What follows belongs to an exercise in optimizing a design on an open flow for small area, a short achievable clock period and few clock cycles; a production flow would make more cautious choices. Function was checked by simulation only, so behaviour that the tests miss may differ from the original. Power is estimated from default activity; no workload was simulated.

===== run.sh =====
#!/bin/bash
# synth_recipe.tcl (not shown) runs the flow's synth.tcl, then flattens the netlist and writes it again
# the make line also repeats each setting of config.mk as NAME=value (left out here)
make -C /OpenROAD-flow-scripts/flow DESIGN_CONFIG=/design/flow/config.mk WORK_HOME=/design/flow/orfs CLKGATE_MAP_FILE= SYNTH_SCRIPT=/design/flow/synth_recipe.tcl finish

===== config.mk =====
export PLATFORM = sky130hd
export DESIGN_NAME = top
export DESIGN_NICKNAME = top
export VERILOG_FILES = /design/flow/design.v
export SDC_FILE = /design/flow/constraint.sdc
export NUM_CORES = 4
export LEC_CHECK = 0
export CAP_MARGIN = 20
export CORE_MARGIN = 2
export CORE_UTILIZATION = 40
export PLACE_DENSITY = 0.6
export SLEW_MARGIN = 20

===== constraint.sdc =====
create_clock -name core_clock -period 9.0 [get_ports {clk}]
set_input_delay 1.8000 -clock core_clock [delete_from_list [all_inputs] [get_ports {clk}]]
set_output_delay 1.8000 -clock core_clock [all_outputs]
set_load 0.01 [all_outputs]

===== design.v =====
`default_nettype none
module register_file (
    input clk,
    input [4:0] WriteAddress,
    input [31:0] WritePort,
    input WriteEnable,
    input [4:0] ReadAddress1,
    input [4:0] ReadAddress2,
    input rst,
    output [31:0] ReadPort1,
    output [31:0] ReadPort2
);
  reg [31:0] registers[31];
  integer i;
  always @(posedge clk) begin
    if (!rst) begin
      if (WriteEnable & (WriteAddress !== 31)) begin
        registers[WriteAddress] <= WritePort;
      end
    end else begin
      for (i = 0; i < 31; i = i + 1) begin
        registers[i] <= 0;
      end
    end
  end
  assign ReadPort1 = (ReadAddress1 !== 31) ? registers[ReadAddress1] : 0;
  assign ReadPort2 = (ReadAddress2 !== 31) ? registers[ReadAddress2] : 0;
endmodule
`default_nettype none
module Beta_bypass (
    input [4:0] RFAin,
    input [31:0] RFDin,
    input [31:0] ALUin,
    input [31:0] MEMin,
    input [31:0] WBin,
    input [6:0] aP0,
    input [6:0] aP1,
    input [6:0] aP2,
    output logic [31:0] Dout,
    output stall
);
  wire aEq0;
  wire aEq1;
  wire aEq2;
  wire ready0;
  wire ready1;
  logic [31:0] intermediate1;
  logic [31:0] intermediate2;
  assign aEq0   = RFAin == aP0[4:0];
  assign aEq1   = RFAin == aP1[4:0];
  assign aEq2   = RFAin == aP2[4:0];
  assign ready0 = !(aP0[6] || aP0[5]) && aEq0;
  assign ready1 = !(aP1[6] || aP1[5]) && aEq1;
  assign stall  = (ready0 || ready1) && (RFAin != 31);
  always_comb begin
    case (aEq1)   
      1: intermediate1 = MEMin;
      default: intermediate1 = WBin;
    endcase
    case (aEq0)   
      1: intermediate2 = ALUin;
      default: intermediate2 = intermediate1;
    endcase
    case (aEq0 || aEq1 || aEq2)  
      1: Dout = (RFAin != 31) ? intermediate2 : RFDin;
      default: Dout = RFDin;
    endcase
  end
endmodule
`default_nettype none
module Beta_ALU (
    input clk,
    input [3:0] AluFn,
    input [31:0] InA,
    input [31:0] InB,
    output logic [31:0] Result
);
  wire cmpeq;
  wire cmplt;
  assign cmpeq = InA == InB;
  assign cmplt = $signed(InA) < $signed(InB);
  always_comb begin
    case (AluFn)
      default: Result = InA + InB;
      4'b0001: Result = InA - InB;
      4'b0100: Result = cmpeq;
      4'b0101: Result = cmplt;
      4'b0110: Result = cmpeq || cmplt;
      4'b1000: Result = InA & InB;
      4'b1001: Result = InA | InB;
      4'b1010: Result = InA ^ InB;
      4'b1011: Result = ~(InA ^ InB);
      4'b1100: Result = InA << InB[4:0];
      4'b1101: Result = InA >> InB[4:0];
      4'b1110: Result = $signed(InA) >>> InB[4:0];
      4'b1111: Result = InA;
    endcase
  end
endmodule
`default_nettype none
module Beta_IF (
    input clk,
    input rst,
    input stall,
    input [31:0] cRelativeA,
    input [31:0] jt,
    input [31:0] memWaitAddr,
    input [2:0] PCSEL,
    output [31:0] pcOut,
    output [31:0] iAddress,
    input [31:0] iData,
    output [31:0] irout
);
  reg  [31:0] pc;   
  wire [31:0] pcNext;
  assign iAddress = pc;
  assign pcNext = pc + 4;
  assign pcOut = pcNext;
  assign irout = iData;
  always @(posedge clk) begin
    if (rst) begin
      pc <= 32'h0;
    end else if (stall) begin
      pc <= pc;
    end else begin
      case (PCSEL)
        default: pc <= 32'h4;
        0: pc <= pcNext;
        1: pc <= cRelativeA;
        2: pc <= jt;
        3: pc <= 32'h4;
        4: pc <= 32'h8;
        5: pc <= memWaitAddr;
      endcase
    end
  end
endmodule
`default_nettype none
module Beta_RF (
    input clk,
    input rst,
    input stall,
    input [1:0] irsrc,
    input [31:0] pcin,
    input [31:0] irin,
    output [4:0] ra1,
    output [4:0] ra2,
    input [31:0] rd1,
    input [31:0] rd2,
    output [31:0] pcout,
    output [31:0] irout,
    output [31:0] cRelativeA,
    output [31:0] a,
    output [31:0] b,
    output [31:0] d,
    output [31:0] jt,
    output logic [1:0] pcsel,
    output [6:0] bypassAddr,
    output halt
);
  reg [31:0] pc;
  reg [31:0] ir;
  wire [31:0] sxtConstant;
  wire ra2sel;
  wire asel;
  wire bsel;
  wire ra1Disable;
  wire ra2Disable;
  wire z;
  wire [5:0] opcode;
  assign opcode = ir[31:26];   
  assign sxtConstant = $signed(ir[15:0]);   
  assign cRelativeA = pc + (sxtConstant << 2);  
  assign ra2sel = (ir[31:26] == 6'b011001);   
  assign asel = (ir[31:26] == 6'b011111);   
  assign bsel = !(ir[31:30] == 2'b10);   
  assign ra1Disable = asel;   
  assign ra2Disable = bsel && !(ra2sel);   
  assign ra1 = ra1Disable ? 5'b11111 : ir[20:16];   
  assign ra2 = ra2Disable ? 5'b11111 : (ra2sel ? ir[25:21] : ir[15:11]);  
  assign a = asel ? cRelativeA : rd1;   
  assign b = bsel ? sxtConstant : rd2;   
  assign jt = rd1;   
  assign d = rd2;   
  assign z = !(|rd1);   
  assign bypassAddr = {
    (ir[31:26] == 6'b011011 || ir[31:26] == 6'b011101 || ir[31:26] == 6'b011110),
    ir[31],
    (ir[31:26] == 6'b011001) ? 5'b11111 : ir[25:21]
  };   
  always @(posedge clk) begin
    if (rst) begin
      ir <= 32'b10000011111111111111111111111111;
    end else if (stall) begin   
      pc <= pc;
      ir <= ir;
    end else begin   
      pc <= pcin;
      case (irsrc)   
        0: ir <= irin;
        1: ir <= 32'b01111011110111111111111111111111;
        default: ir <= 32'b10000011111111111111111111111111;
      endcase
    end
  end
  assign pcout = pc;   
  assign irout = ir;
  assign halt  = !(|ir);   
  always_comb begin   
    if (opcode[5]) begin
      if (!(opcode[3:1] == 3'b001 || opcode[2:0] == 3'b111)) begin
        pcsel = 0;
      end else pcsel = 3;
    end else begin
      case (opcode[2:0])
        3'b000:  pcsel = 0;
        3'b001:  pcsel = 0;
        3'b011:  pcsel = 2;
        3'b101:  pcsel = z;
        3'b110:  pcsel = !z;
        3'b111:  pcsel = 0;
        default: pcsel = 3;
      endcase
    end
  end
endmodule
`default_nettype none
module Beta_ALU_stage (
    input clk,
    input rst,
    input [1:0] irsrc,
    input [31:0] pcin,
    input [31:0] irin,
    input [31:0] ain,
    input [31:0] bin,
    input [31:0] din,
    output [31:0] yout,
    output [31:0] pcout,
    output [31:0] irout,
    output [31:0] dout
);
  reg  [31:0] a;
  reg  [31:0] b;
  reg  [31:0] d;
  reg  [31:0] pc;
  reg  [31:0] ir;   
  logic [ 3:0] AluFn;
  always_comb begin
    if (ir[31:30] == 2'b01) begin   
      AluFn = {(ir[28:26] == 3'b111), (ir[28:26] == 3'b111), (ir[28:26] == 3'b111), (ir[28:26] == 3'b111)};   
    end else begin
      AluFn = ir[29:26];
    end
  end
  Beta_ALU ALU (
      .clk(clk),
      .AluFn(AluFn),
      .InA(a),
      .InB(b),
      .Result(yout)
  );
  assign pcout = pc;
  assign irout = ir;
  assign dout  = d;
  always @(posedge clk) begin
    pc <= pcin;
    a  <= ain;
    b  <= bin;
    d  <= din;
    if (rst) ir <= 32'b10000011111111111111111111111111;
    else
    case (irsrc)   
      0: ir <= irin;
      1: ir <= 32'b01111011110111111111111111111111;
      default: ir <= 32'b10000011111111111111111111111111;
    endcase
  end
endmodule
`default_nettype none
module Beta_MEM (
    input clk,
    input rst,
    input [1:0] irsrc,
    input [31:0] pcin,
    input [31:0] irin,
    input [31:0] yin,
    input [31:0] din,
    output [31:0] wd,
    output [31:0] addr,
    output mwr,
    output moe,
    output [31:0] pcout,
    output [31:0] irout,
    output [31:0] yout
);
  reg [31:0] pc;
  reg [31:0] ir;   
  reg [31:0] y;
  reg [31:0] d;
  assign addr = y;   
  assign yout = y;   
  assign pcout = pc;   
  assign irout = ir;
  assign wd = d;   
  assign mwr = (ir[31:26] == 5'b011001);   
  assign moe = ((ir[31:26] == 5'b011000) | (ir[31:26] == 5'b011111));   
  always @(posedge clk) begin
    pc <= pcin;   
    y  <= yin;
    d  <= din;
    if (rst) ir <= 32'b10000011111111111111111111111111;
    else
    case (irsrc)   
      0: ir <= irin;
      1: ir <= 32'b01111011110111111111111111111111;
      default: ir <= 32'b10000011111111111111111111111111;
    endcase
  end
endmodule
`default_nettype none
module Beta_WB (
    input clk,
    input rst,
    input [1:0] irsrc,
    input [31:0] pcin,
    input [31:0] irin,
    input [31:0] yin,
    input [31:0] rd,
    input memwait,
    output [4:0] wa,
    output logic [31:0] wd,
    output WERF
);
  reg  [31:0] pc;
  reg  [31:0] ir;
  reg  [31:0] y;
  logic [ 1:0] WDSEL;
  assign WERF = (!(ir[31:26] == 6'b011001) && !memwait);  
  assign wa = ir[25:21];   
  always_comb begin   
    case (WDSEL)
      default: wd = pc;
      1: wd = y;
      2: wd = rd;
    endcase
  end
  always_comb begin   
    if (ir[31]) begin
      WDSEL = 1;
    end else begin
      if (ir[30:26] == 5'b11000 || ir[30:26] == 5'b11111) begin
        WDSEL = 2;
      end else begin
        WDSEL = 0;
      end
    end
  end
  always @(posedge clk) begin
    if (rst) begin
      ir <= 32'b10000011111111111111111111111111;
    end else if (!memwait) begin   
      pc <= pcin;   
      y  <= yin;
      case (irsrc)
        0: ir <= irin;
        1: ir <= 32'b01111011110111111111111111111111;
        default: ir <= 32'b10000011111111111111111111111111;
      endcase
    end
  end
endmodule
`default_nettype none
module Beta_core (
    input clk,
    output [31:0] InstructionAddress,
    input [31:0] InstructionData,
    input instructionReady,
    input iMemfault,
    output [31:0] DataAddress,
    input [31:0] DataRead,
    input dataReady,
    input dMemfault,
    output [31:0] DataWrite,
    output logic WriteEnable,
    output ReadEnable,
    input irq,
    input rst
);
  reg halt;
  wire halts;
  wire [31:0] memWaitAddr = 32'h0;
  reg [6:0] accessPipeline[3];
  wire interruptEnable = 1;
  wire [2:0] bypassControl[2];
  logic [1:0] irsrc[4];
  logic irsrcCtrl[3];
  wire [31:0] pcPipe[5];
  wire [31:0] irPipe[5];
  wire [31:0] rd1Bypass;
  wire [31:0] rd2Bypass;
  wire [6:0] bypassAddr;
  wire [31:0] ALUbypass;
  wire [31:0] MEMbypass;
  wire [31:0] WBbypass;
  wire [31:0] a;
  wire [31:0] b;
  wire [31:0] yPipe[2];
  wire [31:0] dPipe[2];
  logic [2:0] PCSEL;
  wire [2:0] pcselRF;
  wire ALUException = 0;
  wire mwr;
  wire stall1;
  wire stall2;
  wire stall;
  wire interrupt;
  wire [4:0] wa;
  wire [31:0] wd;
  wire [4:0] ra1;
  wire [4:0] ra2;
  wire [31:0] rd1;
  wire [31:0] rd2;
  wire werf;
  wire register_rst = rst;
  wire [31:0] cRelativeA;
  wire [31:0] jt;
  always @(posedge clk) begin   
    if (rst) begin
      accessPipeline[0] <= 7'b1111111;
      accessPipeline[1] <= 7'b1111111;
      accessPipeline[2] <= 7'b1111111;
    end else begin
    case (irsrc[1])
      default: accessPipeline[0] <= bypassAddr;
      1: accessPipeline[0] <= 7'b1011110;
      2: accessPipeline[0] <= 6'b111111;
    endcase
    case (irsrc[2])
      default: accessPipeline[1] <= accessPipeline[0];
      1: accessPipeline[1] <= 7'b1011110;
      2: accessPipeline[1] <= 6'b111111;
    endcase
    case (irsrc[3])
      default: accessPipeline[2] <= accessPipeline[1];
      1: accessPipeline[2] <= 7'b1011110;
      2: accessPipeline[2] <= 6'b111111;
    endcase
    end
  end
  always @(posedge clk) begin   
    halt <= rst ? 1'b0 : (halt || halts);
  end
  assign stall = (stall1 || stall2 || !instructionReady || halt);  
  assign interrupt = irq && interruptEnable;  
  assign ALUbypass = accessPipeline[0][6] ? pcPipe[2] : yPipe[0];  
  assign MEMbypass = accessPipeline[1][6] ? pcPipe[3] : yPipe[1];
  assign WBbypass = wd;
  always_comb begin
    if (interrupt) begin   
      PCSEL = 4;
    end else begin
      case ({
        dataReady, (pcselRF != 0)
      })
        default: PCSEL = 3'h0;
        0: PCSEL = 5;
        1: PCSEL = 5;
        3: PCSEL = pcselRF;
      endcase
    end
    if (dataReady) begin
      if (dMemfault) begin
        irsrcCtrl[2] = 1;
        irsrc[3] = 2'd1;
      end else begin
        irsrcCtrl[2] = 0;
        irsrc[3] = 2'd0;
      end
      WriteEnable = mwr;
    end else begin
      WriteEnable = 0;
      irsrc[3] = 2'd2;
      irsrcCtrl[2] = 1;
    end
    if (ALUException) begin
      irsrcCtrl[1] = 1;
      irsrc[2] = irsrcCtrl[2] ? 2'd2 : 2'd1;
    end else begin
      irsrcCtrl[1] = irsrcCtrl[2];
      irsrc[2] = irsrcCtrl[2] ? 2'd2 : 2'd0;
    end
    if (pcselRF != 0) begin
      irsrcCtrl[0] = 1;
      irsrc[1] = (irsrcCtrl[1] || stall) ? 2'd2 : ((pcselRF == 3 || pcselRF == 4) ? 2'd1 : 2'd0);
    end else begin
      irsrcCtrl[0] = irsrcCtrl[1];
      irsrc[1] = (irsrcCtrl[1] || stall) ? 2'd2 : 2'd0;
    end
    if (iMemfault) begin   
      irsrc[0] = (irsrcCtrl[0] && !interrupt) ? 2'd2 : 2'd1;
    end else begin   
      irsrc[0] = interrupt ? 2'd1 : (irsrcCtrl[0] ? 2'd2 : 2'd0);
    end
  end
  Beta_bypass bypass1 (
      .RFAin(ra1),
      .RFDin(rd1),
      .ALUin(ALUbypass),
      .MEMin(MEMbypass),
      .WBin (WBbypass),
      .aP0  (accessPipeline[0]),
      .aP1  (accessPipeline[1]),
      .aP2  (accessPipeline[2]),
      .Dout (rd1Bypass),
      .stall(stall1)
  );
  Beta_bypass bypass2 (
      .RFAin(ra2),
      .RFDin(rd2),
      .ALUin(ALUbypass),
      .MEMin(MEMbypass),
      .WBin (WBbypass),
      .aP0  (accessPipeline[0]),
      .aP1  (accessPipeline[1]),
      .aP2  (accessPipeline[2]),
      .Dout (rd2Bypass),
      .stall(stall2)
  );
  register_file registers (
      .clk(clk),
      .WriteAddress(wa),
      .WritePort(wd),
      .WriteEnable(werf),
      .ReadAddress1(ra1),
      .ReadAddress2(ra2),
      .rst(register_rst),
      .ReadPort1(rd1),
      .ReadPort2(rd2)
  );
  Beta_IF IF (
      .clk(clk),
      .rst(rst),
      .stall(stall),
      .cRelativeA(cRelativeA),
      .jt(jt),
      .PCSEL(PCSEL),
      .pcOut(pcPipe[0]),
      .iAddress(InstructionAddress),
      .iData(InstructionData),
      .irout(irPipe[0]),
      .memWaitAddr(memWaitAddr)
  );
  Beta_RF RF (
      .clk(clk),
      .rst(rst),
      .halt(halts),
      .stall(stall),
      .irsrc(irsrc[0]),
      .pcin(pcPipe[0]),
      .irin(irPipe[0]),
      .ra1(ra1),
      .ra2(ra2),
      .rd1(rd1Bypass),
      .rd2(rd2Bypass),
      .pcout(pcPipe[1]),
      .irout(irPipe[1]),
      .cRelativeA(cRelativeA),
      .a(a),
      .b(b),
      .d(dPipe[0]),
      .jt(jt),
      .pcsel(pcselRF),
      .bypassAddr(bypassAddr)
  );
  Beta_ALU_stage ALU (
      .clk  (clk),
      .rst  (rst),
      .irsrc(irsrc[1]),
      .pcin (pcPipe[1]),
      .irin (irPipe[1]),
      .ain  (a),
      .bin  (b),
      .din  (dPipe[0]),
      .yout (yPipe[0]),
      .pcout(pcPipe[2]),
      .irout(irPipe[2]),
      .dout (dPipe[1])
  );
  Beta_MEM MEM (
      .clk(clk),
      .rst(rst),
      .irsrc(irsrc[2]),
      .pcin(pcPipe[2]),
      .irin(irPipe[2]),
      .yin(yPipe[0]),
      .din(dPipe[1]),
      .wd(DataWrite),
      .addr(DataAddress),
      .mwr(mwr),
      .moe(ReadEnable),
      .pcout(pcPipe[3]),
      .irout(irPipe[3]),
      .yout(yPipe[1])
  );
  Beta_WB WB (
      .clk(clk),
      .rst(rst),
      .irsrc(irsrc[3]),
      .pcin(pcPipe[3]),
      .irin(irPipe[3]),
      .yin(yPipe[1]),
      .rd(DataRead),
      .memwait(!dataReady),
      .wa(wa),
      .wd(wd),
      .WERF(werf)
  );
endmodule
`default_nettype none
module Beta (
    input clk,
    output [31:0] InstructionAddress,
    input [31:0] InstructionData,
    output [31:0] DataAddress,
    input [31:0] DataRead,
    output [31:0] DataWrite,
    output WriteEnable,
    output ReadEnable,
    input rst
);
  Beta_core mainCpu (
      .clk(clk),
      .InstructionAddress(InstructionAddress),
      .InstructionData(InstructionData),
      .instructionReady(1'b1),
      .iMemfault(1'b0),
      .DataAddress(DataAddress),
      .DataRead(DataRead),
      .dataReady(1'b1),
      .dMemfault(1'b0),
      .DataWrite(DataWrite),
      .WriteEnable(WriteEnable),
      .ReadEnable(ReadEnable),
      .irq(1'b0),
      .rst(rst)
  );
endmodule
`default_nettype none
module top (
    input clk,
    output [31:0] InstructionAddress,
    input [31:0] InstructionData,
    output [31:0] DataAddress,
    output [31:0] WriteData,
    input [31:0] ReadData,
    output oe,
    output we,
    input rst
);
  Beta test (
      .clk(clk),
      .InstructionAddress(InstructionAddress),
      .InstructionData(InstructionData),
      .DataAddress(DataAddress),
      .DataRead(ReadData),
      .DataWrite(WriteData),
      .WriteEnable(we),
      .ReadEnable(oe),
      .rst(rst)
  );
endmodule

==> impl_results.md <==
* DRC at 0
* Period utilization at 84.1%
* Routability cong. at 1.02
* Number of distinct library cells after synthesis at 102
* Worst min-delay path class: reg -> reg
* Max-slew headroom at around 14%
* Setup Fix Bufs, Post-CTS at 0
* Max Clk Rate at 132 MHz
* Sequential share of the synthesized area at between 30 and 40%
* LEAKAGE at roughly 34 nW
* Setup violations, final at 0
* Pwr dens at 307 nW/um^2
* Top_reg_cell synth: dfxtp_1
* Core area at 203,000 um^2
* Slew @ Worst Pin at around 1.3 ns
* DR vias at 86,500
* H-tree levels at 4
* Met1 Usage GRT at around half
* Unrepaired setup endpoints after global routing: false
* Clk sink count at around 1,500
* R2r worst-path depth at 21
* I/O pins at 164
* Clock-pin transition on the worst setup and hold timing paths at 0.06 ns
* Ys async rst share at 0%
* Worst path top cell family by delay: compound AO/OA/AOI/OAI gates
* Final wirelength at around 420 mm
* 1st-iter DRT viols at 14,300
* 1st-pass router iterations at 7
* R2R setup slack at 1.43 ns
* Fin. Hold Viols at 0
* Max-cap viol count at 0
* Initial Util at 40.3%
* Final ANT Viol Nets at 0
* Clk buf depth at 3
* Post-synth EDFFs at 128
* Met3 GRT Util at roughly 8.4%
* CTS tree: done
* Overall routing resource usage at between 30% and 40%
* Fraction of layout cells with a size suffix above 1 at 9.28%
* Hold path endpoint: test.mainCpu.MEM.d[19]
* Hold_buf cts at 0
* Total chip power at 28.1 mW
* CP required at 9.74 ns
* Total grt overflow at 0
* Final HPWL DP at 281 mm
* Status: finished clean
* Startpoint Class: register
* Yosys reg bits at 1,461
* Routed length per instance at 31.2 um
* FF-to-FF End: test.mainCpu.IF.pc[26]
* Global route hottest layer: met2
* Post-CTS sizing at 0
* Met2 usage at 57.1%
* Largest net degree at the start of global routing at 205
* FF-to-FF Start: test.mainCpu.ALU.b[0]
* Critical path's largest stage delay at 0.97 ns
* Initial antenna violation count at 30
* First-pass GRT wire length at 584 mm
* Total CTS buffers at between 150 and 200
* Slowest-stage cell, CP: dfxtp_4
* Clk latency of the worst-skew pair at 0.87 ns
* Number of global-route vias before repair at 78,700
* Mapped Cells at 10,900
* Hold path cells at 0
* DIE HEIGHT at 456 um
* Crit path max fanout at 57
* Worst path cell trace: ha_1 -> inv_1 -> fa_1 -> nor2b_1 -> o21ai_0 -> a211oi_1 -> o211ai_1 -> nand2_1 -> a221o_1 -> a2111oi_1 -> buf_4 -> and2_1 -> o22a_1 -> nand3b_1 -> nor3b_1 -> nand3_1 -> o41a_1 -> o21ai_4 -> buf_4 -> a222oi_1 -> a21oi_1
* Worst-case clock skew at 0.0636 ns
* Syn. warnings at 16
* Maximum vdd ir drop at about 0.0002 V
* TNS Setup at 0 ns
* Worst path bufs/invs at 3
* Setup CP Type: reg -> reg
* # port buffers at 163
* Die area at between 200,000 and 250,000 um^2
* CP dominant cell by count: buf_4
* Syn avg cell area at around 7.5 um^2
* P&R area growth vs syn at 12.0%
* Die width at 456 um
* Netlist Area Pre-Place at 81,700 um^2
* Min-delay src: test.mainCpu.ALU.d[19]
* Crit path capture type: register
* CTS Root Buffer Type: clkbuf_16
* Row Count at 165
* Nets at between 10,000 and 15,000
* Max-slew violations at 0
* Vias per cell at 6.48
* CP Data Arrival Time at 8.31 ns
* Min cycle time layout at 7.57 ns
[report_power, final]
group          total (mW)  internal [mW]  switching, mW
registers            8.08           7.15          0.926
logic                12.8           3.70           9.08
clock network        7.26           4.17           3.09
total                28.1           15.0           13.1
[cells in the mapped netlist (59+ instances only)]
cell / n / share of area, %
a21oi_1: 1285 / 7.9
a311oi_1: 180 / 1.9
a31oi_1: 64 / 0.49
and3_1: 113 / 0.87
buf_1: 97 / 0.45
buf_2: 68 / 0.42
clkbuf_1: 802 / 3.7
dfxtp_1: 1333 / 33
edfxtp_1: 128 / 4.7
ha_1: 131 / 2.0
inv_1: 162 / 0.74
mux2_2: 123 / 1.7
mux2i_1: 243 / 3.0
mux4_2: 145 / 4.0
nand2_1: 2027 / 9.3
nand3_1: 597 / 3.7
nor2_1: 1723 / 7.9
nor3_1: 116 / 0.71
o211ai_1: 82 / 0.75
o21ai_0: 243 / 1.5
o22ai_1: 140 / 1.1
xnor2_1: 59 / 0.63
[cells in the final DEF, fill, tap and decap left out, drive strengths merged, types with 41 or more instances in the layout]
cell type      Yosys  layout
nor4              44      44
and3             113     113
buf              190     270
nand2b            53      53
mux2i            243     243
a211oi            52      52
a311oi           180     180
or2               41      41
dfxtp           1333    1333
clkbuf           802     229
inv              164     179
a31oi             64      64
edfxtp           128     128
o31ai             45      45
mux2             126     126
clkinv             4      49
nor3             117     117
o221ai            53      53
nor2b             41      41
o211ai            82      82
ha               131     131
nor2            1724    1724
clkdlybuf4s50      0     162
nand3            607     607
o21ai            268     268
o22ai            140     140
nand2           2027    2027
xnor2             59      59
mux4             145     145
a22oi             49      49
a221oi            51      51
a21oi           1285    1285
[metal layers]
| layer | routed length [um] | vias up |
|---|---|---|
| met5 | 150 | - |
| met4 | 31800 | 22 |
| met3 | 47600 | 1406 |
| met2 | 177000 | 6069 |
| met1 | 160000 | 41700 |
| li1 | - | 37400 |
[state kept, by name (all words and copies together), names as in the netlist]
| name | count |
|---|---|
| test.mainCpu.registers.registers | 1024 |
| test.mainCpu.MEM.y | 32 |
| test.mainCpu.MEM.pc | 32 |
| test.mainCpu.RF.pc | 32 |
| test.mainCpu.WB.y | 32 |
| test.mainCpu.WB.ir | 11 |
| test.mainCpu.accessPipeline | 19 |
| test.mainCpu.MEM.ir | 11 |
| test.mainCpu.ALU.pc | 32 |
| test.mainCpu.MEM.d | 32 |
| test.mainCpu.RF.ir | 32 |
| test.mainCpu.ALU.b | 32 |
| test.mainCpu.IF.pc | 32 |
| test.mainCpu.ALU.a | 32 |
| test.mainCpu.ALU.ir | 11 |
| test.mainCpu.ALU.d | 32 |
| test.mainCpu.halt | 1 |
| test.mainCpu.WB.pc | 32 |
[final cells by class]
type | count | area [um^2]
clock buffers | 229 | 4720
multi-input cells | 8304 | 47400
fillers | 20100 | 111000
diodes | 11 | 27.5
repair buffers | 432 | 3860
clock inverters | 80 | 1020
well taps | 2672 | 3340
inverters | 168 | 632
flip-flops and latches | 1461 | 30600
[stage by stage]
stage	area (um^2)	worst slack [ns]	utilization (%)	cells	hold slack, ns
after CTS	91500	1.11	45.2	13300	0.305
final	91500	1.43	45.2	13400	0.313
after global placement	85700	1.36	42.3	13000	0.312
after detailed placement	85700	1.11	42.3	13000	0.312
after floorplan	81800	3.58	-	10900	0.310
after global routing	91500	1.19	45.2	13400	0.312
[logic make-up (layout without fill, tap and decap cells)]
| kind of cell | count (synthesis) | count (layout) | share of synthesized area [%] |
|---|---|---|---|
| flops | 1461 | 1461 | 37.4 |
| compound gates | 2612 | 2612 | 20.0 |
| mux | 514 | 514 | 8.71 |
| other cells | 1 | 43 | 0.00459 |
| simple gates | 4923 | 4923 | 25.3 |
| xor+xnor | 89 | 89 | 0.954 |
| fa+ha+maj | 134 | 134 | 2.08 |
| buf+inv | 1160 | 909 | 5.58 |
[worst max-delay path by stage]
stage                                      start                                end  slack, ns  cells past startpoint
after floorplan            test.mainCpu.ALU.b[2]             test.mainCpu.RF.ir[12]       3.58                     23
after global placement    test.mainCpu.RF.ir[26]  test.mainCpu.accessPipeline[0][1]       1.36                     13
after detailed placement  test.mainCpu.RF.ir[26]  test.mainCpu.accessPipeline[0][2]       1.11                     13
after CTS                 test.mainCpu.RF.ir[26]  test.mainCpu.accessPipeline[0][4]       1.11                     13
after global routing       test.mainCpu.ALU.b[0]             test.mainCpu.IF.pc[26]       1.19                     21
final                      test.mainCpu.ALU.b[0]             test.mainCpu.IF.pc[26]       1.43                     21
Testbench counts, summed over its fixed seeds: cycles 70,625.

-- static timing again, ports no longer ideal --
In the flow no input, the clock included, has a driving cell. The finished layout below was timed again as built, in two steps. Step 1 assumes that a clkbuf_16 drives the clock port and a buf_2 every other input. Step 2 also shifts input and output timing later by t, the mid clock arrival at the registers, as if the neighbouring blocks saw the same clock. a / b / c = ideal ports / drivers / drivers and shift; a / b = the first two.
t, ns: 0.925
setup slack, ns: 1.432 / 1.432 / 1.432
worst register clock-pin slew, ns: 0.07 / 0.07
pins driven straight from the clock port: 1
After both steps this run still meets setup and hold. For this run, drivers alone change the setup slack by 0.000 ns; drivers and shift together by 0.000 ns.
